Source: an optimization exercise on an open RTL-to-GDS flow (aim: small area). Production flows keep margins and buffers that such runs may drop. RTL that was checked went through simulation tests only; none was proved equivalent to the original. No functional check of the RTL was part of run 2. Power figures rest on the tool's default switching activity, not on a simulated workload.

$ cat flow/config.mk
export PLATFORM = sky130hd
export DESIGN_NAME = top
export DESIGN_NICKNAME = top
export VERILOG_FILES = /design/flow/design.v
export SDC_FILE = /design/flow/constraint.sdc
export NUM_CORES = 4
export LEC_CHECK = 0
export ABC_AREA = 1
export CAP_MARGIN = 20
export CORE_MARGIN = 2
export CORE_UTILIZATION = 75
export SLEW_MARGIN = 20
$ cat flow/constraint.sdc
create_clock -name core_clock -period 10.0 [get_ports {clk}]
set_input_delay 2.0000 -clock core_clock [delete_from_list [all_inputs] [get_ports {clk}]]
set_output_delay 2.0000 -clock core_clock [all_outputs]
set_load 0.01 [all_outputs]
$ cat flow/design.v
module top(
	input						clk,
	input						rst_n,
	input 	[8-1:0]	pixel_in,
	input						valid_in,
	input	[2-1:0]color_in,
	input						last_col_in,
	input						last_pic_in,
	input	[3-1:0]	mode_in,
	output 	[8-1:0]	pixel_out,
	output						valid_out,
	output  [2-1:0]color_out,
	output						last_col_out,
	output						last_pic_out,
	output						finish_operation
);
	reg	[8-1:0]	pixel_in_reg;    
	reg						valid_in_reg;    
	reg	[2-1:0]color_in_reg;    
	reg						last_col_in_reg; 
	reg						last_pic_in_reg; 
	reg	[3-1:0]	mode_reg;       
	reg	[8-1:0]	pixel_out_reg,   n_pixel_out_reg;
	reg						valid_out_reg,   n_valid_out_reg;
	reg	[2-1:0]color_out_reg,   n_color_out_reg;
	reg						last_col_out_reg,n_last_col_out_reg;
	reg						last_pic_out_reg,n_last_pic_out_reg;
	reg						finish_reg, n_finish_reg;
	assign pixel_out   		= pixel_out_reg;
	assign valid_out   		= valid_out_reg;
	assign color_out   		= color_out_reg;
	assign last_col_out		= last_col_out_reg;
	assign last_pic_out		= last_pic_out_reg;
	assign finish_operation = finish_reg;
	localparam  r_mean_local = 8'b00010110;
	localparam  g_mean_local = 8'b00100110;
	localparam  b_mean_local = 8'b00010110;
	localparam 	k_r_local = 16'b0000000100111010;
	localparam 	k_g_local = 16'b0000000010110101;
	localparam 	k_b_local = 16'b0000000100111010;
	wire 	[8-1:0]	pixel_in_dem;
	wire 						valid_in_dem;
	wire 	[2-1:0]color_in_dem;
	wire 						last_col_in_dem;
	wire 						last_pic_in_dem;
	wire 	[8-1:0]	pixel_out_dem;
	wire 						valid_out_dem;
	wire 	[2-1:0]color_out_dem;
	wire 						last_col_out_dem;
	wire 						last_pic_out_dem;
	assign pixel_in_dem		= mode_reg == 3'd6 || mode_reg == 3'd0 ? pixel_in_reg : 8'd0;
	assign valid_in_dem		= mode_reg == 3'd6 || mode_reg == 3'd0 ? valid_in_reg : 1'b0;		
	assign color_in_dem		= mode_reg == 3'd6 || mode_reg == 3'd0 ? color_in_reg : 2'd3;		
	assign last_col_in_dem	= mode_reg == 3'd6 || mode_reg == 3'd0 ? last_col_in_reg : 1'b0;	
	assign last_pic_in_dem	= mode_reg == 3'd6 || mode_reg == 3'd0 ? last_pic_in_reg : 1'b0;	
	wire 	[8-1:0]	pixel_in_den;
	wire 						valid_in_den;
	wire 	[2-1:0]color_in_den;
	wire 						last_col_in_den;
	wire 						last_pic_in_den;
	wire 	[8-1:0]	pixel_out_den;
	wire 						valid_out_den;
	wire 	[2-1:0]color_out_den;
	wire 						last_col_out_den;
	wire 						last_pic_out_den;
	assign pixel_in_den		= mode_reg == 3'd1 ? pixel_in_reg : pixel_out_dem;
	assign valid_in_den		= mode_reg == 3'd1 ? valid_in_reg : valid_out_dem;		
	assign color_in_den		= mode_reg == 3'd1 ? color_in_reg : color_out_dem;
	assign last_col_in_den	= mode_reg == 3'd1 ? last_col_in_reg	: last_col_out_dem;
	assign last_pic_in_den	= mode_reg == 3'd1 ? last_pic_in_reg	: last_pic_out_dem;
	wire 	[8-1:0]	pixel_in_mean;
	wire 						valid_in_mean;
	wire 	[2-1:0]color_in_mean;
	wire 						last_pic_in_mean;
	wire 	[8-1:0]	r_mean_out_mean;
	wire 	[8-1:0]	g_mean_out_mean;
	wire 	[8-1:0]	b_mean_out_mean;
	wire 						valid_out_mean;
	wire 	[2-1:0]color_out_mean;
	wire 						last_pic_out_mean;
	wire 						finish_out_mean;
	assign pixel_in_mean	=  mode_reg == 3'd2 ? pixel_in_reg : pixel_out_den;
	assign valid_in_mean	=  mode_reg == 3'd2 ? valid_in_reg : valid_out_den;		
	assign color_in_mean	=  mode_reg == 3'd2 ? color_in_reg : color_out_den;
	assign last_pic_in_mean	=  mode_reg == 3'd2 ? last_pic_in_reg	: last_pic_out_den;
	wire 						valid_in_gain;
	wire 	[8-1:0]	r_mean_in_gain;
	wire 	[8-1:0]	g_mean_in_gain;
	wire 	[8-1:0]	b_mean_in_gain;
	wire 						valid_out_gain;
	wire 	[11:0]	k_r_out_gain;
	wire 	[11:0]	k_g_out_gain;
	wire 	[11:0]	k_b_out_gain;
	assign valid_in_gain 	= mode_reg == 3'd3 ? valid_in_reg : finish_out_mean;
	assign r_mean_in_gain	= mode_reg == 3'd3 ? r_mean_local : r_mean_out_mean;
	assign g_mean_in_gain	= mode_reg == 3'd3 ? g_mean_local : g_mean_out_mean;
	assign b_mean_in_gain	= mode_reg == 3'd3 ? b_mean_local : b_mean_out_mean;
	wire						valid_value_in_wb;
	wire 	[8-1:0]	pixel_in_wb;
	wire 	[2-1:0]color_in_wb;
	wire						valid_gain_in_wb;
	wire 						last_pic_in_wb;
	wire 	[16-1:0]	k_r_in_wb;
	wire 	[16-1:0]	k_g_in_wb;
	wire 	[16-1:0]	k_b_in_wb;
	wire						valid_value_out_wb;
	wire 	[8-1:0]	pixel_out_wb;
	wire 	[2-1:0]color_out_wb;
	wire 						last_pic_out_wb;
	assign valid_value_in_wb	= valid_in_reg;
	assign pixel_in_wb			= pixel_in_reg; 
	assign color_in_wb			= color_in_reg;
	assign last_pic_in_wb		= last_pic_in_reg;
	assign valid_gain_in_wb		= mode_reg == 3'd4 ? last_col_in : valid_out_gain;  
	assign k_r_in_wb			= mode_reg == 3'd4 ? k_r_local :  k_r_out_gain;
	assign k_g_in_wb			= mode_reg == 3'd4 ? k_g_local :  k_g_out_gain;
	assign k_b_in_wb			= mode_reg == 3'd4 ? k_b_local :  k_b_out_gain;
	wire 	[8-1:0]	pixel_in_gamma;
	wire 						valid_in_gamma;
	wire 	[2-1:0]color_in_gamma;
	wire 						last_pic_in_gamma;
	wire 	[8-1:0]	pixel_out_gamma;
	wire 						valid_out_gamma;
	wire 	[2-1:0]color_out_gamma;
	wire 						last_pic_out_gamma;
	assign pixel_in_gamma 		= mode_reg == 3'd5 ? pixel_in_reg : pixel_out_wb;
	assign valid_in_gamma		= mode_reg == 3'd5 ? valid_in_reg : valid_value_out_wb;
	assign color_in_gamma		= mode_reg == 3'd5 ? color_in_reg : color_out_wb;
	assign last_pic_in_gamma	= mode_reg == 3'd5 ? last_pic_out_reg : last_pic_out_wb;
	reg last_col_d;
	wire [8-1:0] pixel_in_d;
	wire last_pic_d;
	always@(posedge clk) begin
		pixel_in_reg <= pixel_in;
		last_col_in_reg <= last_col_in;
		last_col_d <= last_col_in_reg;
	end
demosaic demosaic(
	.clk(clk),
	.rst_n(rst_n),
	.valid(valid_in_dem),
	.data_in_r(pixel_in_d),
	.end_col_r(last_col_d),
	.end_pic_r(last_pic_d),
	.RGB_valid(valid_out_dem),
	.RGB_data(pixel_out_dem),
	.color(color_out_dem),
	.col_last(last_col_out_dem),
	.pic_last(last_pic_out_dem)
);
denoise denoise(
	.clk(clk),
	.rst_n(rst_n),
	.pixel_in(pixel_in_den),
	.valid_in(valid_in_den),
	.last_col_in(last_col_in_den),
	.last_pic_in(last_pic_in_den),
	.pixel_out(pixel_out_den),
	.valid_out(valid_out_den),
	.color_out(color_out_den),
	.last_col_out(last_col_out_den),
	.last_pic_out(last_pic_out_den)
);
Mean mean(
	.clk(clk), 
	.rst_n(rst_n),
	.valid_i(valid_in_mean),   
	.color_i(color_in_mean),
	.value_i(pixel_in_mean),
	.last_i(last_pic_in_mean),  
	.r_mean_o(r_mean_out_mean),
	.g_mean_o(g_mean_out_mean),
	.b_mean_o(b_mean_out_mean),
	.valid_o(valid_out_mean),	 
	.color_o(color_out_mean),	 
	.last_o(last_pic_out_mean),	 
	.finish_o(finish_out_mean)
);
Gain gain(
	.clk(clk),
	.rst_n(rst_n),
	.valid_i(valid_in_gain),
	.r_mean_i(r_mean_in_gain),
	.g_mean_i(g_mean_in_gain),
	.b_mean_i(b_mean_in_gain),
	.K_R_o(k_r_out_gain),
	.K_G_o(k_g_out_gain),
	.K_B_o(k_b_out_gain),
	.valid_gain_o(valid_out_gain)  
	);
WB wb(
	.clk(clk),
	.rst_n(rst_n),
	.valid_value_i(valid_value_in_wb),  
	.color_i(color_in_wb),
	.value_i(pixel_in_wb),
	.valid_gain_i(valid_gain_in_wb),
	.last_i(last_pic_in_wb),
	.K_R(k_r_in_wb[11:4]),
	.K_G(k_g_in_wb[11:4]),
	.K_B(k_b_in_wb[11:4]),
	.value_r(pixel_in_d),
	.last_tmp(last_pic_d),
	.value_o(pixel_out_wb),
	.valid_o(valid_value_out_wb),
	.color_o(color_out_wb),
	.last_o(last_pic_out_wb)
	);
gamma_122 gamma(
	.clk(clk),
	.rst_n(rst_n),
	.pixel_in(pixel_in_gamma),
	.valid_in(valid_in_gamma),
	.color_in(color_in_gamma),
	.last_pic_in(last_pic_in_gamma),
	.pixel_out(pixel_out_gamma),
	.valid_out(valid_out_gamma),
	.color_out(color_out_gamma),
	.last_pic_out(last_pic_out_gamma)
);
always@(*) begin
	n_pixel_out_reg = pixel_out_reg;
	n_valid_out_reg = valid_out_reg;
	n_color_out_reg = color_out_reg;
	n_last_col_out_reg = 1'b0;
	n_last_pic_out_reg = 1'b0;
	n_finish_reg = 1'b0; 
	case(mode_reg)
		3'd0:begin
			n_pixel_out_reg =    pixel_out_dem;
			n_valid_out_reg =    valid_out_dem;
			n_color_out_reg =    color_out_dem;
			n_last_col_out_reg = last_col_out_dem;
			n_last_pic_out_reg = last_pic_out_dem;
			n_finish_reg = color_out_dem == 2'd2 && last_col_out_dem; 
		end
		3'd1:begin
			n_pixel_out_reg =    pixel_out_den;
			n_valid_out_reg =    valid_out_den;
			n_color_out_reg =    color_out_den;
			n_last_col_out_reg = last_col_out_den;
			n_last_pic_out_reg = last_pic_out_den;
			n_finish_reg = color_out_den == 2'd2 && last_col_out_den; 
		end
		3'd2:begin
			n_pixel_out_reg =    color_out_mean == 2'd0 ? r_mean_out_mean :
								 color_out_mean == 2'd1 ? g_mean_out_mean :
								 b_mean_out_mean;
			n_valid_out_reg =    valid_out_mean;
			n_color_out_reg =    color_out_mean;
			n_last_pic_out_reg = last_pic_out_mean;
			n_finish_reg = finish_out_mean; 
		end
		3'd3:begin
			n_pixel_out_reg = 	 k_r_out_gain;
			n_valid_out_reg =    valid_out_gain;
			n_color_out_reg =    2'd0;
			n_last_pic_out_reg = 1'b0;
			n_finish_reg = valid_out_gain; 
		end
		3'd4:begin
			n_pixel_out_reg = 	 pixel_out_wb;
			n_valid_out_reg =    valid_value_out_wb;
			n_color_out_reg =    color_out_wb;
			n_last_pic_out_reg = last_pic_out_wb;
			n_finish_reg = color_out_wb == 2'd2 && last_pic_out_wb; 
		end
		3'd5: begin
			n_pixel_out_reg = 	 pixel_out_gamma;
			n_valid_out_reg = 	 valid_out_gamma;
			n_color_out_reg = 	 color_out_gamma;
			n_last_pic_out_reg = last_pic_out_gamma;
			n_finish_reg	= 	 color_out_gamma == 2'd2 && last_pic_out_gamma;
		end
		3'd6: begin
			n_pixel_out_reg = 	 pixel_out_den;   
			n_valid_out_reg =    valid_out_den;  
			n_color_out_reg =    color_out_den;  
			n_last_col_out_reg = last_col_out_den;
			n_last_pic_out_reg = last_pic_out_den;
			n_finish_reg = valid_out_gain; 
		end
		3'd7: begin
			n_pixel_out_reg =    pixel_out_gamma;
			n_valid_out_reg = 	 valid_out_gamma;
			n_color_out_reg = 	 color_out_gamma;
			n_last_pic_out_reg = last_pic_out_gamma;
			n_finish_reg	= 	 color_out_gamma == 2'd2 && last_pic_out_gamma;
		end
	endcase
end
always@(posedge clk or negedge rst_n) begin
	if(!rst_n) begin
		valid_in_reg    <= 0;
		color_in_reg    <= 2'd3;
		last_pic_in_reg <= 0;
		mode_reg		<= 3'd0;
		pixel_out_reg	<= 0 ;  
		valid_out_reg	<= 0;
		color_out_reg	<= 2'd3;   
		last_col_out_reg <= 0;
		last_pic_out_reg <= 0;
		finish_reg 		<=  0;
	end 
	else begin
		valid_in_reg 	<= valid_in;
		color_in_reg 	<= color_in;
		last_pic_in_reg <=  last_pic_in;
		mode_reg 		<= mode_in;
		pixel_out_reg 	<= n_pixel_out_reg;
		valid_out_reg 	<= n_valid_out_reg;
		color_out_reg 	<= n_color_out_reg;
		last_col_out_reg <= n_last_col_out_reg;
		last_pic_out_reg <= n_last_pic_out_reg;
		finish_reg 		<=  n_finish_reg;
	end
end
endmodule
module demosaic(
        clk,
        rst_n,
        valid,           
        data_in_r,       
        end_col_r,       
        end_pic_r,       
        RGB_valid,
        RGB_data,
        color,
        col_last,
        pic_last
        );
input           clk;
input           rst_n;
input           valid;
input   [7:0]   data_in_r;
input           end_col_r;
input           end_pic_r;
output          RGB_valid;
output  [7:0]   RGB_data;
output  [1:0]   color;
output          col_last;
output          pic_last;
localparam  P_INIT1 = 2'd0;
localparam  P_INIT2 = 2'd1;
localparam  P_NEW   = 2'd2;
localparam  P_PAT   = 2'd3;
localparam  L_IDLE  = 2'd0;
localparam  L_R     = 2'd1;
localparam  L_G     = 2'd2;
localparam  L_B     = 2'd3;
reg         valid_r;
reg [1:0]   phase_r;
reg         ctype_r;         
reg [2:0]   counter_r;
reg [1:0]   lstate_r;
reg [127:0] xs;              
reg [8:0]   s1_r, s2_r;      
reg [7:0]   r_n, g_n, b_n;
reg         cl_buf, pl_buf;
reg         RGB_valid_r;
reg [7:0]   RGB_data_r;
reg [1:0]   color_r;
reg         col_last_r;
reg         pic_last_r;
assign RGB_valid = RGB_valid_r;
assign RGB_data = RGB_data_r;
assign color = color_r;
assign col_last = col_last_r;
assign pic_last = pic_last_r;
wire [7:0]  x8   = xs[63:56];
wire [7:0]  x9   = xs[71:64];
wire [7:0]  x10  = xs[79:72];
wire [7:0]  x16  = xs[127:120];
wire [8:0]  s0   = data_in_r + x16;
wire [8:0]  ver  = x8 + x10;
wire [9:0]  ud   = s0 + s2_r;
wire [9:0]  hv   = s1_r + ver;
wire [7:0]  vX   = ud[9:2];
wire [7:0]  vY   = hv[9:2];
wire [7:0]  vH   = s1_r[8:1];
wire [7:0]  vV   = ver[8:1];
wire [7:0]  vC   = x9;
wire        odd  = counter_r[0];
reg  [7:0]  r_w, g_w, b_w;
always @(*) begin
    g_w = (ctype_r ^ odd) ? vC : vY;
    case ({ctype_r, odd})
        2'b00: begin r_w = vX; b_w = vC; end    
        2'b01: begin r_w = vH; b_w = vV; end    
        2'b10: begin r_w = vV; b_w = vH; end    
        default: begin r_w = vC; b_w = vX; end  
    endcase
end
wire        load = valid_r && (lstate_r == L_IDLE || lstate_r == L_B);
wire        pat  = (phase_r == P_PAT);
always @(posedge clk) begin
    if (valid_r) begin
        xs <= {xs[119:0], data_in_r};
        s1_r <= s0;
        s2_r <= s1_r;
    end
    r_n <= r_w;
    if (load) begin
        g_n <= g_w;
        b_n <= b_w;
        cl_buf <= end_col_r;
        pl_buf <= end_pic_r;
    end
end
always @(posedge clk or negedge rst_n) begin
    if (!rst_n) begin
        valid_r <= 1'b0;
        phase_r <= P_INIT1;
        ctype_r <= 1'b0;
        counter_r <= 3'd0;
        lstate_r <= L_IDLE;
        RGB_valid_r <= 1'b0;
        RGB_data_r <= 8'd0;
        color_r <= 2'd0;
        col_last_r <= 1'b0;
        pic_last_r <= 1'b0;
    end
    else begin
        valid_r <= valid;
        if (valid_r) begin
            case (phase_r)
                P_INIT1: begin
                    counter_r <= counter_r + 3'd1;
                    if (counter_r == 3'd7) phase_r <= P_INIT2;
                end
                P_INIT2: begin
                    counter_r <= counter_r + 3'd1;
                    if (counter_r == 3'd7) begin
                        phase_r <= P_NEW;
                        ctype_r <= 1'b0;
                    end
                end
                P_NEW: begin
                    counter_r <= counter_r + 3'd1;
                    if (counter_r[0]) phase_r <= P_PAT;
                end
                default: begin
                    if (end_col_r) begin
                        phase_r <= P_INIT1;
                        counter_r <= 3'd0;
                    end
                    else begin
                        counter_r <= counter_r + 3'd1;
                        if (counter_r == 3'd7) begin
                            phase_r <= P_NEW;
                            ctype_r <= ~ctype_r;
                        end
                    end
                end
            endcase
        end
        case (lstate_r)
            L_IDLE: begin
                RGB_valid_r <= 1'b0;
                col_last_r <= 1'b0;
                pic_last_r <= 1'b0;
                if (load && pat) lstate_r <= L_R;
            end
            L_R: begin
                lstate_r <= L_G;
                RGB_valid_r <= 1'b1;
                RGB_data_r <= r_n;
                color_r <= 2'd0;
                col_last_r <= cl_buf;
                pic_last_r <= pl_buf;
            end
            L_G: begin
                lstate_r <= L_B;
                RGB_valid_r <= 1'b1;
                RGB_data_r <= g_n;
                color_r <= 2'd1;
            end
            default: begin
                lstate_r <= (load && pat) ? L_R : L_IDLE;
                RGB_valid_r <= 1'b1;
                RGB_data_r <= b_n;
                color_r <= 2'd2;
            end
        endcase
    end
end
endmodule
module denoise(
	input			clk,
	input			rst_n,
	input 	[8-1:0]	pixel_in,
	input			valid_in,
	input			last_col_in,
	input			last_pic_in,
	output 	[8-1:0]	pixel_out,
	output			valid_out,
	output  [2-1:0]	color_out,
	output			last_col_out,
	output			last_pic_out
);
localparam INIT_12 	= 2'd0;
localparam INIT_2	= 2'd1;
localparam OUT 		= 2'd3;
localparam VOID		= 2'd3;
reg	[7:0]	pixel_in_reg;
reg			valid_in_reg;
reg			last_col_in_reg;
reg			last_pic_in_reg;
reg	[7:0]	pixel_out_reg;
reg			valid_out_reg;
reg	[1:0]	color_out_reg;
reg			last_col_out_reg;
reg			last_pic_out_reg;
assign pixel_out = pixel_out_reg;
assign valid_out = valid_out_reg;
assign color_out = color_out_reg;
assign last_col_out = last_col_out_reg;
assign last_pic_out = last_pic_out_reg;
reg [1:0]	state_0;
reg [2:0]	counter_0;
reg [1:0]	valid_count_0;
reg			init_12_last_flag;
reg			last_col_1, last_col_2;
reg			last_pic_1, last_pic_2;
reg [1:0]	oc_1, oc_2;			 
reg [11:0]	s9_1;				 
reg [7:0]	q_2;				 
reg [287:0]	line;				 
reg			full18, full36;		 
reg [9:0]	sum6_r, sum3_r, sum6_g, sum3_g, sum6_b, sum3_b;
wire		adv  = valid_in_reg && valid_count_0 == 2'd2;
wire		wrap = counter_0 == 3'd5;
wire [7:0]	pos8 = full18 ? line[143:136] : 8'd0;
wire [7:0]	pos7 = full36 ? line[287:280] : 8'd0;
wire [9:0]	h    = pos7 + pos8 + pixel_in_reg;
reg  [9:0]	s6, s3;
always @(*) begin
	case (valid_count_0)
		2'd0: begin s6 = sum6_r; s3 = sum3_r; end
		2'd1: begin s6 = sum6_g; s3 = sum3_g; end
		default: begin s6 = sum6_b; s3 = sum3_b; end
	endcase
end
wire [11:0]	sum9 = h + s3 + s6;
wire [7:0]	q_1  = s9_1 / 4'd9;
wire		upd = valid_in_reg && (state_0 == OUT || state_0 == INIT_2);
always @(posedge clk) begin
	if (valid_in_reg) line <= {line[279:0], pixel_in_reg};
end
always @(posedge clk or negedge rst_n) begin
	if(!rst_n) begin
		pixel_in_reg  <= 0;
		valid_in_reg  <= 0;
		last_col_in_reg   <= 0;
		last_pic_in_reg   <= 0;
		pixel_out_reg <= 0;
		valid_out_reg <= 0;
		color_out_reg <= 0;
		last_col_out_reg  <= 0;
		last_pic_out_reg  <= 0;
		state_0 <= INIT_12;
		counter_0 <= 0;
		valid_count_0 <= 0;
		init_12_last_flag <= 0;
		last_col_1 <= 0;
		last_col_2 <= 0;
		last_pic_1 <= 0;
		last_pic_2 <= 0;
		oc_1 <= VOID;
		oc_2 <= VOID;
		s9_1 <= 0;
		q_2 <= 0;
		full18 <= 0;
		full36 <= 0;
		sum6_r <= 0;
		sum3_r <= 0;
		sum6_g <= 0;
		sum3_g <= 0;
		sum6_b <= 0;
		sum3_b <= 0;
	end
	else begin
		pixel_in_reg  <= pixel_in;
		valid_in_reg  <= valid_in;
		last_col_in_reg   <= last_col_in;
		last_pic_in_reg   <= last_pic_in;
		init_12_last_flag <= state_0 == INIT_12 ? ((valid_count_0 == 2'd2 && wrap) ? 1'b1 : init_12_last_flag) : 1'b0;
		case (state_0)
			INIT_12: begin
				if (adv && wrap && init_12_last_flag) state_0 <= INIT_2;
				if (adv) counter_0 <= wrap ? 3'd0 : counter_0 + 3'd1;
			end
			INIT_2: begin
				if (adv && counter_0 == 3'd1) state_0 <= OUT;
				if (adv) counter_0 <= counter_0 + 3'd1;
			end
			default: begin
				if (adv && wrap) state_0 <= last_col_1 ? INIT_12 : INIT_2;
				if (adv) counter_0 <= wrap ? 3'd0 : counter_0 + 3'd1;
			end
		endcase
		if (valid_in_reg) begin
			valid_count_0 <= valid_count_0 == 2'd2 ? 2'd0 : valid_count_0 + 2'd1;
			if (valid_count_0 == 2'd2 && wrap) begin
				full18 <= 1'b1;
				if (full18) full36 <= 1'b1;
			end
		end
		if (upd) begin
			case (valid_count_0)
				2'd0: begin sum6_r <= h; sum3_r <= sum6_r; end
				2'd1: begin sum6_g <= h; sum3_g <= sum6_g; end
				default: begin sum6_b <= h; sum3_b <= sum6_b; end
			endcase
		end
		oc_1 <= (valid_in_reg && state_0 == OUT) ? valid_count_0 : VOID;
		s9_1 <= sum9;
		last_col_1 <= last_col_in_reg;
		last_pic_1 <= last_pic_in_reg;
		oc_2 <= oc_1;
		q_2 <= q_1;
		last_col_2 <= last_col_1;
		last_pic_2 <= last_pic_1;
		pixel_out_reg <= q_2;
		valid_out_reg <= oc_2 != VOID;
		color_out_reg <= oc_2;
		last_col_out_reg <= last_col_2;
		last_pic_out_reg <= last_pic_2;
	end
end
endmodule
module Mean(
	clk,
	rst_n,
	valid_i,
	color_i,
	value_i,
	last_i,
	r_mean_o,
	g_mean_o,
	b_mean_o,
	valid_o,
	color_o,
	last_o,
	finish_o
	);
	localparam RED = 2'd0;
	localparam GREEN = 2'd1;
	localparam BLUE = 2'd2;
	input clk, rst_n, valid_i, last_i;
	input [1:0] color_i;
	input [7:0] value_i;
	output valid_o, last_o;
	output reg finish_o;
	output [1:0] color_o;
	output [7:0] r_mean_o, g_mean_o, b_mean_o;
	reg valid_r, last_r;
	reg [1:0] color_r;
	reg [7:0] value_r, value_d;
	reg valid_tmp, last_tmp, finish_tmp;
	reg [1:0] color_tmp;
	reg [1:0] last_state_r;
	reg [27:0] acc_r, acc_g, acc_b;
	assign valid_o = valid_tmp;
	assign last_o = last_tmp;
	assign color_o = color_tmp;
	assign r_mean_o = acc_r[27:20];
	assign g_mean_o = acc_g[27:20];
	assign b_mean_o = acc_b[27:20];
	reg [7:0] lo_sel;
	always @(*) begin
		case (color_tmp)
			RED:     lo_sel = acc_r[7:0];
			GREEN:   lo_sel = acc_g[7:0];
			default: lo_sel = acc_b[7:0];
		endcase
	end
	wire [8:0] lo_sum = lo_sel + value_d;
	wire sel_r = valid_tmp && color_tmp == RED;
	wire sel_g = valid_tmp && color_tmp == GREEN;
	wire sel_b = valid_tmp && color_tmp == BLUE;
	always @(posedge clk) begin
		value_r <= value_i;
		value_d <= value_r;
	end
	always @(posedge clk or negedge rst_n) begin
		if (~rst_n) begin
			valid_r <= 0;
			last_r <= 0;
			color_r <= 0;
			valid_tmp <= 0;
			last_tmp <= 0;
			color_tmp <= 0;
			finish_tmp <= 0;
			finish_o <= 0;
			last_state_r <= 0;
			acc_r <= 0;
			acc_g <= 0;
			acc_b <= 0;
		end
		else begin
			valid_r <= valid_i;
			last_r <= last_i;
			color_r <= color_i;
			valid_tmp <= valid_r;
			last_tmp <= last_r;
			color_tmp <= color_r;
			finish_o <= finish_tmp;
			finish_tmp <= last_state_r == 2'd3 ? 1'b1 :
			              last_state_r == 2'd0 ? 1'b0 : finish_o;
			case (last_state_r)
				2'd3: last_state_r <= 2'd0;
				default: if (last_i) last_state_r <= last_state_r + 2'd1;
			endcase
			if (sel_r) acc_r[7:0] <= lo_sum[7:0];
			if (sel_g) acc_g[7:0] <= lo_sum[7:0];
			if (sel_b) acc_b[7:0] <= lo_sum[7:0];
			acc_r[27:8] <= acc_r[27:8] + (sel_r & lo_sum[8]);
			acc_g[27:8] <= acc_g[27:8] + (sel_g & lo_sum[8]);
			acc_b[27:8] <= acc_b[27:8] + (sel_b & lo_sum[8]);
		end
	end
endmodule
module gain_div(
	input             clk,
	input             rst_n,
	input             valid_r,
	input      [7:0]  mean_i,
	input      [7:0]  k_mean,      
	output     [11:0] k_prev,      
	output reg        finish
	);
	localparam IDLE = 2'd0;
	localparam FIND = 2'd1;
	localparam CALC = 2'd2;
	localparam DONE = 2'd3;
	reg [1:0]  state;
	reg [3:0]  counter;
	reg [2:0]  msb;
	reg [7:0]  dv;        
	reg [8:0]  rem;
	reg [12:0] k_tmp;
	wire       found = dv[msb];
	wire [9:0] diff  = {1'b0, rem} - {2'b0, dv};
	wire       ge    = ~diff[9];
	wire [7:0] rem_s = ge ? diff[7:0] : rem[7:0];
	wire [2:0] sh    = 3'd7 - msb;
	wire       shifted = state == DONE || (state == CALC && counter != {1'b0, msb});
	assign k_prev = shifted ? k_tmp[12:1] : k_tmp[11:0];
	always @(posedge clk) begin
		case (state)
			IDLE: if (!valid_r) rem <= {1'b0, k_mean};
			DONE: rem <= {1'b0, k_mean};
			FIND: counter <= {1'b0, msb};
			CALC: begin
				counter <= counter + 4'd1;
				rem     <= {rem_s, 1'b0};
			end
			default: ;
		endcase
	end
	always @(posedge clk or negedge rst_n) begin
		if (~rst_n) begin
			state   <= IDLE;
			msb     <= 3'd7;
			finish  <= 0;
			dv      <= 0;
			k_tmp   <= 0;
		end
		else begin
			case (state)
				IDLE: begin
					if (valid_r) state <= FIND;
					else         dv <= mean_i;
				end
				FIND: begin
					if (found) begin
						state   <= CALC;
						dv      <= dv << sh;
					end
					else msb <= msb - 3'd1;
				end
				CALC: begin
					if (counter == 4'd15) begin
						state   <= DONE;
						dv      <= (dv >> 1) >> sh;
					end
					k_tmp <= {k_tmp[11:0], ge};
				end
				default: begin
					finish <= 1'b1;
					state  <= IDLE;
				end
			endcase
		end
	end
endmodule
module Gain(
	clk,
	rst_n,
	valid_i,
	r_mean_i,
	g_mean_i,
	b_mean_i,
	K_R_o,
	K_G_o,
	K_B_o,
	valid_gain_o
	);
	input clk, rst_n, valid_i;
	input [7:0] r_mean_i, g_mean_i, b_mean_i;
	output valid_gain_o;
	output [11:0] K_R_o, K_G_o, K_B_o;	 
	wire [9:0]  msum = r_mean_i + g_mean_i + b_mean_i;
	wire [7:0]  kmean = msum / 2'd3;
	reg valid_r;
	wire finish_R, finish_G, finish_B;
	assign valid_gain_o = finish_R & finish_G & finish_B;
	gain_div div_r(.clk(clk), .rst_n(rst_n), .valid_r(valid_r), .mean_i(r_mean_i),
		.k_mean(kmean), .k_prev(K_R_o), .finish(finish_R));
	gain_div div_g(.clk(clk), .rst_n(rst_n), .valid_r(valid_r), .mean_i(g_mean_i),
		.k_mean(kmean), .k_prev(K_G_o), .finish(finish_G));
	gain_div div_b(.clk(clk), .rst_n(rst_n), .valid_r(valid_r), .mean_i(b_mean_i),
		.k_mean(kmean), .k_prev(K_B_o), .finish(finish_B));
	always@(posedge clk or negedge rst_n) begin
		if(~rst_n) begin
			valid_r  	<= 0;
		end
		else begin
			valid_r  	<= valid_i;
		end
	end
endmodule
module WB(
	clk,
	rst_n,
	valid_value_i,
	color_i,
	value_i,
	valid_gain_i,
	last_i,
	K_R,
	K_G,
	K_B,
	value_r,
	last_tmp,
	value_o,
	valid_o,
	color_o,
	last_o
	);
	input clk, rst_n, valid_value_i, valid_gain_i, last_i;
	input [1:0] color_i;
	input [7:0] value_i;
	input [7:0] K_R, K_G, K_B;		 
	output reg [7:0] value_r;
	output reg last_tmp;
	output reg valid_o;
	output [1:0] color_o;
	output reg last_o;
	output reg [7:0] value_o;
	reg valid_tmp;
	reg [1:0] color_r, color_tmp;
	reg [7:0] k_sel;
	assign color_o = color_tmp;
	wire valid_w = valid_value_i & valid_gain_i;
	reg [7:0] k_w;
	always @(*) begin
		if (!valid_w) k_w = 8'd0;
		else case (color_i)
			2'd0: k_w = K_R;
			2'd1: k_w = K_G;
			2'd2: k_w = K_B;
			default: k_w = 8'd1;
		endcase
	end
	wire [15:0] value_tmp = k_sel * value_r;
	wire [7:0] value_tmp_2 = value_tmp[15:12] != 4'd0 ? 8'hff : value_tmp[11:4];
	always @(posedge clk) value_r <= value_i;
	always @(posedge clk or negedge rst_n) begin
		if(~rst_n) begin
			valid_tmp <= 1'd0;
			color_r 	<= 2'd0;
			color_tmp 	<= 2'd0;
			k_sel 	<= 8'd0;
			last_o 	<= 0;
			last_tmp<= 0;
			valid_o <= 0;
			value_o	<= 0;
		end
		else begin
			valid_tmp <= valid_w;
			color_r 	<= color_i;
			color_tmp 	<= color_r;
			k_sel 	<= k_w;
			last_tmp <= last_i;
			last_o 	<= last_tmp;
			valid_o <= valid_tmp;
			value_o <= value_tmp_2;
		end
	end
endmodule
module gamma_122(
	input			clk,
	input			rst_n,
	input 	[8-1:0]	pixel_in,
	input			valid_in,
	input	[2-1:0]	color_in,
	input			last_pic_in,
	output 	[8-1:0]	pixel_out,
	output			valid_out,
	output  [2-1:0]	color_out,
	output			last_pic_out
);
reg	[8-1:0]	pixel_in_reg;
reg						valid_in_reg;
reg	[2-1:0]				color_in_reg;
reg						last_pic_in_reg;
reg	[8-1:0]	pixel_out_reg, n_pixel_out_reg;
reg						valid_out_reg, n_valid_out_reg;
reg	[2-1:0]				color_out_reg, n_color_out_reg;
reg						last_pic_out_reg, n_last_pic_out_reg;
assign pixel_out = pixel_out_reg;
assign valid_out = valid_out_reg;
assign color_out = color_out_reg;
assign last_pic_out = last_pic_out_reg;
always@(*) begin
	n_valid_out_reg = valid_in_reg;
	n_color_out_reg = color_in_reg;
	n_last_pic_out_reg = last_pic_in_reg;
end
reg [7:0] gd;
always@(*) begin
	case(pixel_in_reg)
		8'd0: gd = 8'd0;
		8'd1: gd = 8'd20;
		8'd2: gd = 8'd27;
		8'd3: gd = 8'd32;
		8'd4: gd = 8'd36;
		8'd5: gd = 8'd40;
		8'd6: gd = 8'd43;
		8'd7: gd = 8'd46;
		8'd8: gd = 8'd48;
		8'd9: gd = 8'd51;
		8'd10: gd = 8'd53;
		8'd11: gd = 8'd56;
		8'd12: gd = 8'd57;
		8'd13: gd = 8'd59;
		8'd14: gd = 8'd61;
		8'd15: gd = 8'd63;
		8'd16: gd = 8'd64;
		8'd17: gd = 8'd66;
		8'd18: gd = 8'd67;
		8'd19: gd = 8'd69;
		8'd20: gd = 8'd70;
		8'd21: gd = 8'd71;
		8'd22: gd = 8'd72;
		8'd23: gd = 8'd74;
		8'd24: gd = 8'd75;
		8'd25: gd = 8'd76;
		8'd26: gd = 8'd77;
		8'd27: gd = 8'd78;
		8'd28: gd = 8'd79;
		8'd29: gd = 8'd80;
		8'd30: gd = 8'd81;
		8'd31: gd = 8'd82;
		8'd32: gd = 8'd83;
		8'd33: gd = 8'd84;
		8'd34: gd = 8'd85;
		8'd35: gd = 8'd86;
		8'd36: gd = 8'd86;
		8'd37: gd = 8'd88;
		8'd38: gd = 8'd88;
		8'd39: gd = 8'd89;
		8'd40: gd = 8'd89;
		8'd41: gd = 8'd91;
		8'd42: gd = 8'd91;
		8'd43: gd = 8'd92;
		8'd44: gd = 8'd92;
		8'd45: gd = 8'd93;
		8'd46: gd = 8'd94;
		8'd47: gd = 8'd95;
		8'd48: gd = 8'd95;
		8'd49: gd = 8'd96;
		8'd50: gd = 8'd96;
		8'd51: gd = 8'd97;
		8'd52: gd = 8'd97;
		8'd53: gd = 8'd98;
		8'd54: gd = 8'd98;
		8'd55: gd = 8'd99;
		8'd56: gd = 8'd100;
		8'd57: gd = 8'd101;
		8'd58: gd = 8'd101;
		8'd59: gd = 8'd102;
		8'd60: gd = 8'd102;
		8'd61: gd = 8'd103;
		8'd62: gd = 8'd103;
		8'd63: gd = 8'd104;
		8'd64: gd = 8'd104;
		8'd65: gd = 8'd104;
		8'd66: gd = 8'd104;
		8'd67: gd = 8'd105;
		8'd68: gd = 8'd105;
		8'd69: gd = 8'd106;
		8'd70: gd = 8'd106;
		8'd71: gd = 8'd107;
		8'd72: gd = 8'd107;
		8'd73: gd = 8'd108;
		8'd74: gd = 8'd108;
		8'd75: gd = 8'd109;
		8'd76: gd = 8'd109;
		8'd77: gd = 8'd109;
		8'd78: gd = 8'd109;
		8'd79: gd = 8'd110;
		8'd80: gd = 8'd110;
		8'd81: gd = 8'd111;
		8'd82: gd = 8'd111;
		8'd83: gd = 8'd112;
		8'd84: gd = 8'd111;
		8'd85: gd = 8'd112;
		8'd86: gd = 8'd112;
		8'd87: gd = 8'd113;
		8'd88: gd = 8'd113;
		8'd89: gd = 8'd114;
		8'd90: gd = 8'd113;
		8'd91: gd = 8'd114;
		8'd92: gd = 8'd114;
		8'd93: gd = 8'd115;
		8'd94: gd = 8'd115;
		8'd95: gd = 8'd115;
		8'd96: gd = 8'd115;
		8'd97: gd = 8'd116;
		8'd98: gd = 8'd116;
		8'd99: gd = 8'd116;
		8'd100: gd = 8'd116;
		8'd101: gd = 8'd117;
		8'd102: gd = 8'd117;
		8'd103: gd = 8'd117;
		8'd104: gd = 8'd117;
		8'd105: gd = 8'd118;
		8'd106: gd = 8'd118;
		8'd107: gd = 8'd118;
		8'd108: gd = 8'd118;
		8'd109: gd = 8'd119;
		8'd110: gd = 8'd119;
		8'd111: gd = 8'd119;
		8'd112: gd = 8'd119;
		8'd113: gd = 8'd120;
		8'd114: gd = 8'd119;
		8'd115: gd = 8'd120;
		8'd116: gd = 8'd120;
		8'd117: gd = 8'd120;
		8'd118: gd = 8'd120;
		8'd119: gd = 8'd121;
		8'd120: gd = 8'd121;
		8'd121: gd = 8'd121;
		8'd122: gd = 8'd121;
		8'd123: gd = 8'd122;
		8'd124: gd = 8'd121;
		8'd125: gd = 8'd122;
		8'd126: gd = 8'd122;
		8'd127: gd = 8'd122;
		8'd128: gd = 8'd122;
		8'd129: gd = 8'd123;
		8'd130: gd = 8'd122;
		8'd131: gd = 8'd123;
		8'd132: gd = 8'd123;
		8'd133: gd = 8'd123;
		8'd134: gd = 8'd123;
		8'd135: gd = 8'd123;
		8'd136: gd = 8'd123;
		8'd137: gd = 8'd124;
		8'd138: gd = 8'd123;
		8'd139: gd = 8'd124;
		8'd140: gd = 8'd124;
		8'd141: gd = 8'd124;
		8'd142: gd = 8'd124;
		8'd143: gd = 8'd125;
		8'd144: gd = 8'd124;
		8'd145: gd = 8'd125;
		8'd146: gd = 8'd124;
		8'd147: gd = 8'd125;
		8'd148: gd = 8'd125;
		8'd149: gd = 8'd125;
		8'd150: gd = 8'd125;
		8'd151: gd = 8'd125;
		8'd152: gd = 8'd125;
		8'd153: gd = 8'd126;
		8'd154: gd = 8'd125;
		8'd155: gd = 8'd126;
		8'd156: gd = 8'd125;
		8'd157: gd = 8'd126;
		8'd158: gd = 8'd126;
		8'd159: gd = 8'd126;
		8'd160: gd = 8'd126;
		8'd161: gd = 8'd126;
		8'd162: gd = 8'd126;
		8'd163: gd = 8'd127;
		8'd164: gd = 8'd126;
		8'd165: gd = 8'd127;
		8'd166: gd = 8'd126;
		8'd167: gd = 8'd127;
		8'd168: gd = 8'd126;
		8'd169: gd = 8'd127;
		8'd170: gd = 8'd127;
		8'd171: gd = 8'd127;
		8'd172: gd = 8'd127;
		8'd173: gd = 8'd127;
		8'd174: gd = 8'd127;
		8'd175: gd = 8'd127;
		8'd176: gd = 8'd127;
		8'd177: gd = 8'd128;
		8'd178: gd = 8'd127;
		8'd179: gd = 8'd128;
		8'd180: gd = 8'd127;
		8'd181: gd = 8'd128;
		8'd182: gd = 8'd127;
		8'd183: gd = 8'd128;
		8'd184: gd = 8'd127;
		8'd185: gd = 8'd128;
		8'd186: gd = 8'd127;
		8'd187: gd = 8'd128;
		8'd188: gd = 8'd128;
		8'd189: gd = 8'd128;
		8'd190: gd = 8'd128;
		8'd191: gd = 8'd128;
		8'd192: gd = 8'd128;
		8'd193: gd = 8'd128;
		8'd194: gd = 8'd128;
		8'd195: gd = 8'd128;
		8'd196: gd = 8'd128;
		8'd197: gd = 8'd128;
		8'd198: gd = 8'd128;
		8'd199: gd = 8'd128;
		8'd200: gd = 8'd128;
		8'd201: gd = 8'd128;
		8'd202: gd = 8'd128;
		8'd203: gd = 8'd128;
		8'd204: gd = 8'd128;
		8'd205: gd = 8'd128;
		8'd206: gd = 8'd128;
		8'd207: gd = 8'd128;
		8'd208: gd = 8'd128;
		8'd209: gd = 8'd128;
		8'd210: gd = 8'd128;
		8'd211: gd = 8'd128;
		8'd212: gd = 8'd128;
		8'd213: gd = 8'd128;
		8'd214: gd = 8'd128;
		8'd215: gd = 8'd128;
		8'd216: gd = 8'd128;
		8'd217: gd = 8'd128;
		8'd218: gd = 8'd128;
		8'd219: gd = 8'd128;
		8'd220: gd = 8'd128;
		8'd221: gd = 8'd128;
		8'd222: gd = 8'd128;
		8'd223: gd = 8'd128;
		8'd224: gd = 8'd128;
		8'd225: gd = 8'd128;
		8'd226: gd = 8'd128;
		8'd227: gd = 8'd128;
		8'd228: gd = 8'd128;
		8'd229: gd = 8'd128;
		8'd230: gd = 8'd128;
		8'd231: gd = 8'd128;
		8'd232: gd = 8'd128;
		8'd233: gd = 8'd128;
		8'd234: gd = 8'd128;
		8'd235: gd = 8'd128;
		8'd236: gd = 8'd128;
		8'd237: gd = 8'd128;
		8'd238: gd = 8'd128;
		8'd239: gd = 8'd128;
		8'd240: gd = 8'd128;
		8'd241: gd = 8'd128;
		8'd242: gd = 8'd128;
		8'd243: gd = 8'd128;
		8'd244: gd = 8'd127;
		8'd245: gd = 8'd128;
		8'd246: gd = 8'd127;
		8'd247: gd = 8'd128;
		8'd248: gd = 8'd127;
		8'd249: gd = 8'd128;
		8'd250: gd = 8'd127;
		8'd251: gd = 8'd128;
		8'd252: gd = 8'd127;
		8'd253: gd = 8'd128;
		8'd254: gd = 8'd127;
		8'd255: gd = 8'd128;
		default: gd = 8'd0;
	endcase
	n_pixel_out_reg = {1'b0, pixel_in_reg[7:1]} + 8'd128 + gd + 8'd128;
end
always@(posedge clk or negedge rst_n)
	if(!rst_n) begin
		pixel_in_reg <= 0;
		valid_in_reg <= 0;
		color_in_reg <= 0;
		last_pic_in_reg <= 0;
		pixel_out_reg <= 0;
		valid_out_reg <= 0;
		color_out_reg <= 0;
		last_pic_out_reg <= 0;
	end
	else begin
		pixel_in_reg <= pixel_in;
		valid_in_reg <= valid_in;
		color_in_reg <= color_in;
		last_pic_in_reg <= last_pic_in;
		pixel_out_reg <= n_pixel_out_reg;
		valid_out_reg <= n_valid_out_reg;
		color_out_reg <= n_color_out_reg;
		last_pic_out_reg <= n_last_pic_out_reg;
	end
endmodule
$ cat flow/flow/run.sh
#!/bin/bash
# The standard layout with two changes:
# - the synthesis maps with an area-oriented ABC script (flow/abc_area.script);
#   everything else in it is the standard flow's own synthesis script (synth_recipe.tcl)
# - clock tree synthesis adds no dummy loads (inverters that drive nothing)
set -euo pipefail
HERE=$(pwd)
cat > "$HERE/area_synth.tcl" <<EOT
proc abc {args} {
  set i [lsearch -exact \$args -script]
  if {\$i >= 0} { set args [lreplace \$args [expr {\$i+1}] [expr {\$i+1}] $HERE/flow/abc_area.script] }
  yosys abc {*}\$args
}
source $HERE/synth_recipe.tcl
EOT
bash standard.sh SYNTH_SCRIPT="$HERE/area_synth.tcl" \
  CTS_ARGS="-sink_clustering_enable -repair_clock_nets -dont_use_dummy_load -sink_clustering_size 16 -sink_clustering_max_diameter 50 -buf_list sky130_fd_sc_hd__clkbuf_8" \
  finish > standard.log 2>&1
$ cat flow/flow/abc_area.script
strash
dch -f
amap -m -F 3 -A 10
topo
stime -c
$ cat flow/standard.sh
#!/bin/bash
# synth_recipe.tcl (not shown) runs the flow's synth.tcl, then flattens the netlist and writes it again
# the make line also repeats each setting of config.mk as NAME=value (left out here)
make -C /OpenROAD-flow-scripts/flow DESIGN_CONFIG=/design/flow/config.mk WORK_HOME=/design/flow/orfs CLKGATE_MAP_FILE= SYNTH_SCRIPT=/design/flow/synth_recipe.tcl "${@:-finish}"
==> results of run 1 <==
[critical path, delay by kind of cell (launching register included)]
family | cells | cell delay (ns)
buffers and inverters | 9 | 1.56
AO/OA/AOI/OAI | 18 | 3.84
flip-flops | 1 | 0.41
XOR/XNOR | 1 | 0.17
AND/OR/NAND/NOR | 18 | 3.11
[repair_timing]
| action | 4_1_cts | 5_1_grt |
|---|---|---|
| endpoints found under the setup margin | 0 | 8 |
| endpoints found under the hold margin | 0 | 0 |
| gates resized for setup | 0 | 12 |
[worst min path at each step]
stage	from	endpoint	slack, ns
after floorplan	mean.value_r[0]	mean.value_d[0]	0.31
after global placement	mean.value_r[1]	mean.value_d[1]	0.31
after detailed placement	mean.value_r[0]	mean.value_d[0]	0.31
after CTS	mean.last_r	mean.last_tmp	0.24
after global routing	mean.last_r	mean.last_tmp	0.26
final	mean.last_r	mean.last_tmp	0.24
[layout make-up]
class,instances,area (um^2),area share (%)
Timing Repair Buffer,62,568,1.30
Sequential cell,924,25400,58.3
Tap cell,696,871,2.00
Antenna cell,1,2.50,0.00575
Clock buffer,80,1100,2.53
Multi-Input combinational cell,2141,14000,32.1
Inverter,436,1640,3.77
[metrics by stage]
step / hold WS (ns) / setup TNS [ns] / cell area (um^2)
detailed placement: 0.312 / 0 / 42400
CTS: 0.239 / 0 / 43500
global placement: 0.312 / 0 / 42400
finish: 0.243 / 0 / 43600
floorplan: 0.310 / 0 / 40900
global route: 0.258 / -0.0218 / 43600
[where the power goes]
part           switching (uW)  internal (uW)
combinational            3800           1960
sequential                827           5580
clock                    1140            715
total                    5770           8250
[routing by layer]
layer  global-route usage, %  vias to the layer above
met5                       0                        -
met2                    60.4                     2120
met4                    17.1                        2
li1                        -                    13087
met3                    8.08                      533
met1                    50.0                    14441
[logic make-up after synthesis]
group | after synthesis
compound gates | 1055
simple gates | 824
flops | 924
xor+xnor | 2
fa+ha+maj | 260
buf+inv | 436
[layout by cell type (no fill, tap or decap), types with 119 or more instances in the layout]
cell / synthesis / layout
sky130_fd_sc_hd__o22ai_1: 212 / 212
sky130_fd_sc_hd__ha_1: 211 / 211
sky130_fd_sc_hd__a21oi_1: 314 / 309
sky130_fd_sc_hd__nor2_1: 504 / 504
sky130_fd_sc_hd__o21ai_0: 137 / 135
sky130_fd_sc_hd__edfxtp_1: 491 / 491
sky130_fd_sc_hd__nand2_1: 170 / 170
sky130_fd_sc_hd__dfrtp_1: 374 / 372
sky130_fd_sc_hd__clkinv_1: 436 / 435
sky130_fd_sc_hd__o22a_1: 119 / 119
==> results.txt, run 1 <==
Width of the die: 238 um
Synthesized-area fraction occupied by adder cells: 8.84%
Post-synthesis average cell area: 11.7 um^2
Final hold violations: 0
Grt total ovfl: 0
EDFF count, synth: 491
Register containing the most flip-flops in the final layout: denoise.line
Worst supply voltage drop on vdd: 347 uV
Slew at the pin with the worst max-slew slack: 1.10 ns
Portion of synthesized cell area occupied by the leading cell type: 36.0%
Fraction of the yosys area taken by sequential cells: 62.0%
Clock tree skew after final layout: 0.0969 ns
Reported max-cap violation count: 0
Status: no timing/DRC/antenna violations
Number of levels in the clock H-tree: 3
Buffer cell driving the clock tree root: sky130_fd_sc_hd__clkbuf_8
CTS tree: built
Worst setup startpoint: denoise.s9_1[8]
Final critical delay including setup and external delays: 9.17 ns
Clk sinks: 924
Post-synthesis compound-gate area fraction: 16.9%
Overall global routing resource usage: 37.6%
Share of flip-flops with an asynchronous set or reset: 42.3%
Met3 layer wire length in the routed design: 10800 um
DIE AREA: 56500 um^2
Number of setup buffers added after CTS: 0
Clk latency of the worst-skew pair: 0.72 ns
Setup slack, reg-to-reg: 0.83 ns
Worst-case headroom to the max-slew limit: 27.0%
Multiplexer fraction of the synthesized cell area: 0%
Most instantiated library cell after synthesis: sky130_fd_sc_hd__nor2_1
Worst Hold Depth: 0
I/O pin total: 32
Commonest cells in the netlist: sky130_fd_sc_hd__nor2_1 (504), sky130_fd_sc_hd__edfxtp_1 (491), sky130_fd_sc_hd__clkinv_1 (436), sky130_fd_sc_hd__dfrtp_1 (374), sky130_fd_sc_hd__a21oi_1 (314)
FF-to-FF End: denoise.q_2[0]
Final net count: 3923
Basic-gate share of the synthesized area counting and, or, nand and nor cells: 8.23%
Final standard cell count with taps included and fillers excluded: 4340
Final-report max-slew violation count: 0
Clock buffers created by TritonCTS: 80
1st-pass router iterations: 10
Clock slew at reported path FFs: 0.09 ns
Synth Net Count: 3779
Crit Path Category: reg2reg
Number of standard-cell rows in the floorplan: 85
Uppermost layer routed: met5
Highest attainable clock frequency: 109 MHz
Largest net degree at the start of global routing: 161
R2R Path Start: denoise.s9_1[8]
Registers with the highest flip-flop counts: denoise.line (288), demosaic.xs (128)
Utilization after layout: 80.8%
Worst Setup EP: denoise.q_2[0]
Share of the cycle needed by the critical path after routing: 91.7%
Top post-synthesis cells by area: sky130_fd_sc_hd__edfxtp_1 (36%), sky130_fd_sc_hd__dfrtp_1 (23%), sky130_fd_sc_hd__ha_1 (6.4%), sky130_fd_sc_hd__nor2_1 (4.6%), sky130_fd_sc_hd__clkinv_1 (4.0%)
First-pass GRT wire length: 163000 um
Total Routed Length: 104000 um
Synthesis-to-finish area growth: 6.38%
Leak pwr: 0.0168 uW
Routed wire length per instance: 24.0 um
Synth cell types: 52
Warning count from the yosys run: 8
Drc violations: 0
Critical path launch point type: flip-flop
Setup violations, final: 0
Max stage delay cell, worst path: sky130_fd_sc_hd__dfrtp_1
Min setup slack post-route: 0.833 ns
# port buffers: 31
Top flip-flop cell by instance count after synthesis: sky130_fd_sc_hd__edfxtp_1
Cells after synthesis: 3501
Remaining antenna violation count: 0
M1 wire length: 38800 um
Number of DRC markers in iteration 0: 4217
Path class of the lowest-slack min-delay path: reg2reg
Cell Pwr Density: 322 nW/um^2
Routed wire length on met2: 49200 um
Arrival time at the worst endpoint: 9.77 ns
Flip-flop count of the largest register after layout: 288
Initial core utilization: 75.9%
Maximum fanout count along the critical path: 6
Number of buffers on the longest clock path: 3
Endpoint kind of the worst setup timing path: flip-flop
Post-DR vias/cell: 6.95
Cell taking the most area after synthesis: sky130_fd_sc_hd__edfxtp_1
CTS Hold Bufs: 0
Parity-gate share of the synthesized area counting xor and xnor cells: 0.0428%
Worst EP required: 10.61 ns
Total core area: 53900 um^2
Count of vias placed by the detailed router: 30183
Number of cell instances on the worst register-to-register path: 46
Routability congestion estimate from global placement: 0.974
Number of antenna violations at the first check in global routing: 1
Synth Cell Area: 40900 um^2
Dpl hpwl: 71600 um
Cell count after placement: 4258
Total power: 14000 uW
Synthesis-stage register bit count: 924
Pre-CTS setup slack: 0.639 ns
Floorplan die height: 238 um
Layout cell share with drive strength beyond 1: 3.98%
Fill cell instance count of the final layout: 2874
Cell repeated most along the worst path: sky130_fd_sc_hd__nor2_1
Main combinational cell family by area after synthesis: compound AO/OA/AOI/OAI gates
Vias in the first global route: 29923
Highest cell delay on the worst timing path: 0.41 ns
==> inputs of run 2 (changes only) <==
--- a/flow/design.v
+++ b/flow/design.v
@@ -527,21 +527,13 @@
 reg [7:0]	q_2;				 
 reg [287:0]	line;				 
 reg			full18, full36;		 
-reg [9:0]	sum6_r, sum3_r, sum6_g, sum3_g, sum6_b, sum3_b;
+reg [9:0]	s6_0, s3_0, s6_1, s3_1, s6_2, s3_2;
 wire		adv  = valid_in_reg && valid_count_0 == 2'd2;
 wire		wrap = counter_0 == 3'd5;
 wire [7:0]	pos8 = full18 ? line[143:136] : 8'd0;
 wire [7:0]	pos7 = full36 ? line[287:280] : 8'd0;
 wire [9:0]	h    = pos7 + pos8 + pixel_in_reg;
-reg  [9:0]	s6, s3;
-always @(*) begin
-	case (valid_count_0)
-		2'd0: begin s6 = sum6_r; s3 = sum3_r; end
-		2'd1: begin s6 = sum6_g; s3 = sum3_g; end
-		default: begin s6 = sum6_b; s3 = sum3_b; end
-	endcase
-end
-wire [11:0]	sum9 = h + s3 + s6;
+wire [11:0]	sum9 = h + s3_0 + s6_0;
 wire [7:0]	q_1  = s9_1 / 4'd9;
 wire		upd = valid_in_reg && (state_0 == OUT || state_0 == INIT_2);
 always @(posedge clk) begin
@@ -572,12 +564,12 @@
 		q_2 <= 0;
 		full18 <= 0;
 		full36 <= 0;
-		sum6_r <= 0;
-		sum3_r <= 0;
-		sum6_g <= 0;
-		sum3_g <= 0;
-		sum6_b <= 0;
-		sum3_b <= 0;
+		s6_0 <= 0;
+		s3_0 <= 0;
+		s6_1 <= 0;
+		s3_1 <= 0;
+		s6_2 <= 0;
+		s3_2 <= 0;
 	end
 	else begin
 		pixel_in_reg  <= pixel_in;
@@ -606,12 +598,13 @@
 				if (full18) full36 <= 1'b1;
 			end
 		end
-		if (upd) begin
-			case (valid_count_0)
-				2'd0: begin sum6_r <= h; sum3_r <= sum6_r; end
-				2'd1: begin sum6_g <= h; sum3_g <= sum6_g; end
-				default: begin sum6_b <= h; sum3_b <= sum6_b; end
-			endcase
+		if (valid_in_reg) begin
+			s6_0 <= s6_1;
+			s3_0 <= s3_1;
+			s6_1 <= s6_2;
+			s3_1 <= s3_2;
+			s6_2 <= upd ? h : s6_0;
+			s3_2 <= upd ? s6_0 : s3_0;
 		end
 		oc_1 <= (valid_in_reg && state_0 == OUT) ? valid_count_0 : VOID;
 		s9_1 <= sum9;
@@ -727,7 +720,7 @@
 	input             valid_r,
 	input      [7:0]  mean_i,
 	input      [7:0]  k_mean,      
-	output     [11:0] k_prev,      
+	output reg [11:0] k_prev,      
 	output reg        finish
 	);
 	localparam IDLE = 2'd0;
@@ -739,15 +732,15 @@
 	reg [2:0]  msb;
 	reg [7:0]  dv;        
 	reg [8:0]  rem;
-	reg [12:0] k_tmp;
+	reg        calc_d;
+	reg        ge_d;
 	wire       found = dv[msb];
 	wire [9:0] diff  = {1'b0, rem} - {2'b0, dv};
 	wire       ge    = ~diff[9];
 	wire [7:0] rem_s = ge ? diff[7:0] : rem[7:0];
 	wire [2:0] sh    = 3'd7 - msb;
-	wire       shifted = state == DONE || (state == CALC && counter != {1'b0, msb});
-	assign k_prev = shifted ? k_tmp[12:1] : k_tmp[11:0];
 	always @(posedge clk) begin
+		ge_d <= ge;
 		case (state)
 			IDLE: if (!valid_r) rem <= {1'b0, k_mean};
 			DONE: rem <= {1'b0, k_mean};
@@ -765,9 +758,12 @@
 			msb     <= 3'd7;
 			finish  <= 0;
 			dv      <= 0;
-			k_tmp   <= 0;
+			calc_d  <= 0;
+			k_prev  <= 0;
 		end
 		else begin
+			calc_d <= state == CALC;
+			if (calc_d) k_prev <= {k_prev[10:0], ge_d};
 			case (state)
 				IDLE: begin
 					if (valid_r) state <= FIND;
@@ -785,7 +781,6 @@
 						state   <= DONE;
 						dv      <= (dv >> 1) >> sh;
 					end
-					k_tmp <= {k_tmp[11:0], ge};
 				end
 				default: begin
 					finish <= 1'b1;
==> run 2 against run 1 <==
  * Flip-flop and latch count up 3
  * Maximum frequency down 2.7%
  * Combinational power up 2%
  * Total power up 3.2%
  * Critical path depth up 3
  * Cell count down 2.3%
  * Via count down 1.4%
  * Clock power up 2%
  * Area after synthesis down 1.0%
  * Critical path type unchanged
  * Largest cell class unchanged
==> results.txt, run 2 <==
Maximum fanout count along the critical path: 5
1st-pass router iterations: 9
Flip-flop count of the largest register after layout: 288
Clk sinks: 927
Clock tree skew after final layout: 0.110 ns
Fraction of power spent switching nets: 41.3%
R2R Path Start: denoise.s9_1[8]
Top flip-flop cell by instance count after synthesis: sky130_fd_sc_hd__edfxtp_1
Crit Path Category: reg2reg
Clk latency of the worst-skew pair: 0.72 ns
Slew at the pin with the worst max-slew slack: 1.18 ns
Synth cell types: 53
Buffer cell driving the clock tree root: sky130_fd_sc_hd__clkbuf_8
Post-route standard cell area excluding fillers: 43200 um^2
Max stage delay cell, worst path: sky130_fd_sc_hd__a21boi_0
Pre-CTS setup slack: 0.0297 ns
Utilization after layout: 80.5%
Clock buffers created by TritonCTS: 81
Number of standard-cell rows in the floorplan: 85
Net switching component of the power: 5980 uW
# port buffers: 31
Clock slew at reported path FFs: 0.10 ns
Registers with the highest flip-flop counts: denoise.line (288), demosaic.xs (128)
Worst Hold Depth: 0
Grt total ovfl: 0
Final critical delay including setup and external delays: 9.42 ns
Top post-synthesis cells by area: sky130_fd_sc_hd__edfxtp_1 (36%), sky130_fd_sc_hd__dfrtp_1 (23%), sky130_fd_sc_hd__ha_1 (6.4%), sky130_fd_sc_hd__nor2_1 (4.2%), sky130_fd_sc_hd__clkinv_1 (4.1%)
Worst-case headroom to the max-slew limit: 21.3%
Final net count: 3820
Aggregate negative setup slack: 0 ns
Total core area: 53600 um^2
CTS Hold Bufs: 0
Floorplan die height: 236 um
Portion of synthesized cell area occupied by the leading cell type: 36.4%
Worst EP required: 10.59 ns
Total power: 14500 uW
Cell taking the most area after synthesis: sky130_fd_sc_hd__edfxtp_1
Synthesis-stage register bit count: 927
Warning count from the yosys run: 8
Internal Power: 8490 uW
Layout cell share with drive strength beyond 1: 4.23%
I/O pin total: 32
First-pass GRT wire length: 165000 um
Count of vias placed by the detailed router: 29747
Multiplexer fraction of the synthesized cell area: 0%
Reported max-cap violation count: 0
Worst setup startpoint: denoise.s9_1[8]
Overall global routing resource usage: 38.5%
EDFF count, synth: 491
Routability congestion estimate from global placement: 0.960
Width of the die: 236 um
Clock power frac: 13.1%
Cell repeated most along the worst path: sky130_fd_sc_hd__nor2_1
Cell Pwr Density: 335 nW/um^2
Number of levels in the clock H-tree: 3
Synth Net Count: 3682
Vias in the first global route: 29621
Final-report max-slew violation count: 0
CTS tree: built
Status: no timing/DRC/antenna violations
Worst supply voltage drop on vdd: 339 uV
Register containing the most flip-flops in the final layout: denoise.line
Synthesized-area fraction occupied by adder cells: 8.84%
Routed wire length per instance: 25.1 um
Fraction of the yosys area taken by sequential cells: 62.8%
Commonest non-fill, non-tap cells in the layout: sky130_fd_sc_hd__edfxtp_1 (491), sky130_fd_sc_hd__nor2_1 (453), sky130_fd_sc_hd__clkinv_1 (437)
Leak pwr: 0.0164 uW
Post-DR vias/cell: 7.01
Synthesis-to-finish area growth: 6.56%
Setup violations, final: 0
Post-synthesis average cell area: 11.9 um^2
Dpl hpwl: 72100 um
Number of antenna violations at the first check in global routing: 9
Number of DRC markers in iteration 0: 3952
Parity-gate share of the synthesized area counting xor and xnor cells: 0.0216%
Share of the cycle needed by the critical path after routing: 94.2%
Combinational share of power: 40.6%
Highest attainable clock frequency: 106 MHz
Drc violations: 0
Final hold violations: 0
DIE AREA: 55900 um^2
Initial core utilization: 75.6%
Synth Cell Area: 40500 um^2
Number of buffers on the longest clock path: 3
Arrival time at the worst endpoint: 10.01 ns
Share of flip-flops with an asynchronous set or reset: 42.2%
Part of the total power dissipated in sequential elements: 46.3%
Commonest cells in the netlist: sky130_fd_sc_hd__edfxtp_1 (491), sky130_fd_sc_hd__nor2_1 (456), sky130_fd_sc_hd__clkinv_1 (440), sky130_fd_sc_hd__dfrtp_1 (374), sky130_fd_sc_hd__a21oi_1 (280)
Endpoint kind of the worst setup timing path: flip-flop
Largest net degree at the start of global routing: 214
Cells after synthesis: 3407
Total Routed Length: 106000 um
Most instantiated library cell after synthesis: sky130_fd_sc_hd__edfxtp_1
Post-synthesis compound-gate area fraction: 16.3%
Basic-gate share of the synthesized area counting and, or, nand and nor cells: 7.92%
Leading cell type in the layout, fill and taps excluded: sky130_fd_sc_hd__edfxtp_1
Highest cell delay on the worst timing path: 0.53 ns
Critical path launch point type: flip-flop
Min setup slack post-route: 0.579 ns
Remaining antenna violation count: 0
Number of cell instances on the worst register-to-register path: 49
Hold path startpoint: wb.color_r[1]
Path class of the lowest-slack min-delay path: reg2reg
Main combinational cell family by area after synthesis: compound AO/OA/AOI/OAI gates
Total cell area at the placement stage: 41900 um^2
## run 2: area by class of cell
cell class / count / area (um^2)
Multi-Input combinational cell: 2040 / 13500
Inverter: 440 / 1650
Tap cell: 696 / 871
Fill cell: 2861 / 10400
Clock buffer: 81 / 1110
Antenna cell: 3 / 7.51
Timing Repair Buffer: 55 / 539
Sequential cell: 927 / 25500
## run 2: kinds of logic (layout without fill, tap and decap cells)
kind of cell    Yosys count  in the layout
compound gates          997            997
xor+xnor                  1              1
fa+ha+maj               257            257
buf+inv                 440            576
flops                   927            927
other cells               0              3
simple gates            785            785
## run 2: what timing repair did
action                                  CTS  global route
endpoints found under the setup margin    1             8
resized for setup                         1            25
pin swaps                                 0             4
buffers inserted                          0             6
## run 2: path summary, 6_finish.rpt
| kind | to | slack [ns] |
|---|---|---|
| max | denoise.q_2[0] | 0.58 |
| min | wb.color_tmp[1] | 0.31 |
| max reg2reg | denoise.q_2[0] | 0.58 |
| min reg2reg | wb.color_tmp[1] | 0.31 |
| max in group asynchronous | demosaic.valid_r | 7.06 |
| min in group asynchronous | gain.div_b.dv[6] | 1.36 |
## run 2: worst max-delay path: cells and delay by family, from the launching register on
kind	cells	cell delay, ns
AOI/OAI and AO/OA	17	4.06
and+or+nand+nor	21	3.30
buffers and inverters	11	1.48
DFF	1	0.43
## run 2: through the flow
step	hold WS [ns]	instances
final	0.314	4242
after global routing	0.311	4240
after CTS	0.317	4232
after detailed placement	0.315	4151
after global placement	0.312	4151
after floorplan	0.310	3407
## run 2: power groups by stage
stage,Clock [uW],Sequential (uW),Combinational (uW)
floorplan,0,6440,3790
detailed placement,0,6670,5320
CTS,1900,6650,5460
global route,2030,6780,6380
finish,1900,6700,5880
global placement,0,6540,4980
## run 2: layer usage
metal / global-route usage, % / wire, um / vias up
met4: 21.9 / 7520 / 6
met5: 0 / 33 / -
li1: - / - / 12699
met2: 62.5 / 50400 / 2131
met1: 49.0 / 38200 / 14314
met3: 7.85 / 10400 / 597

[what the ideal ports hide]
The results above use ideal ports. As a check the final layouts listed here were re-extracted and re-timed, cells and wires unchanged.
Step 1 (the two cells are an assumption about what drives the block):
set clk [get_ports {clk}]
set_driving_cell -lib_cell sky130_fd_sc_hd__clkbuf_16 $clk
set_driving_cell -lib_cell sky130_fd_sc_hd__buf_2 [delete_from_list [all_inputs] $clk]
Step 2, shift: input delay + t, output delay - t, t = (earliest + latest rising clock arrival at the registers) / 2. This alone moves slack from input paths to output paths.
Three values: no drivers, after step 1, after step 2; two values: the first two.
run | t, ns | setup WS [ns] | latest minus earliest clock arrival (ns) | worst register clock-pin slew, ns | worst slew at a driven data input, ns
run 1 | 0.726 | 0.833 / 0.833 / 0.833 | 0.106 / 0.107 | 0.10 / 0.10 | 0.07
run 2 | 0.728 | 0.579 / 0.579 / 0.579 | 0.117 / 0.117 | 0.12 / 0.12 | 0.06
After both steps setup and hold are still met in every run listed.
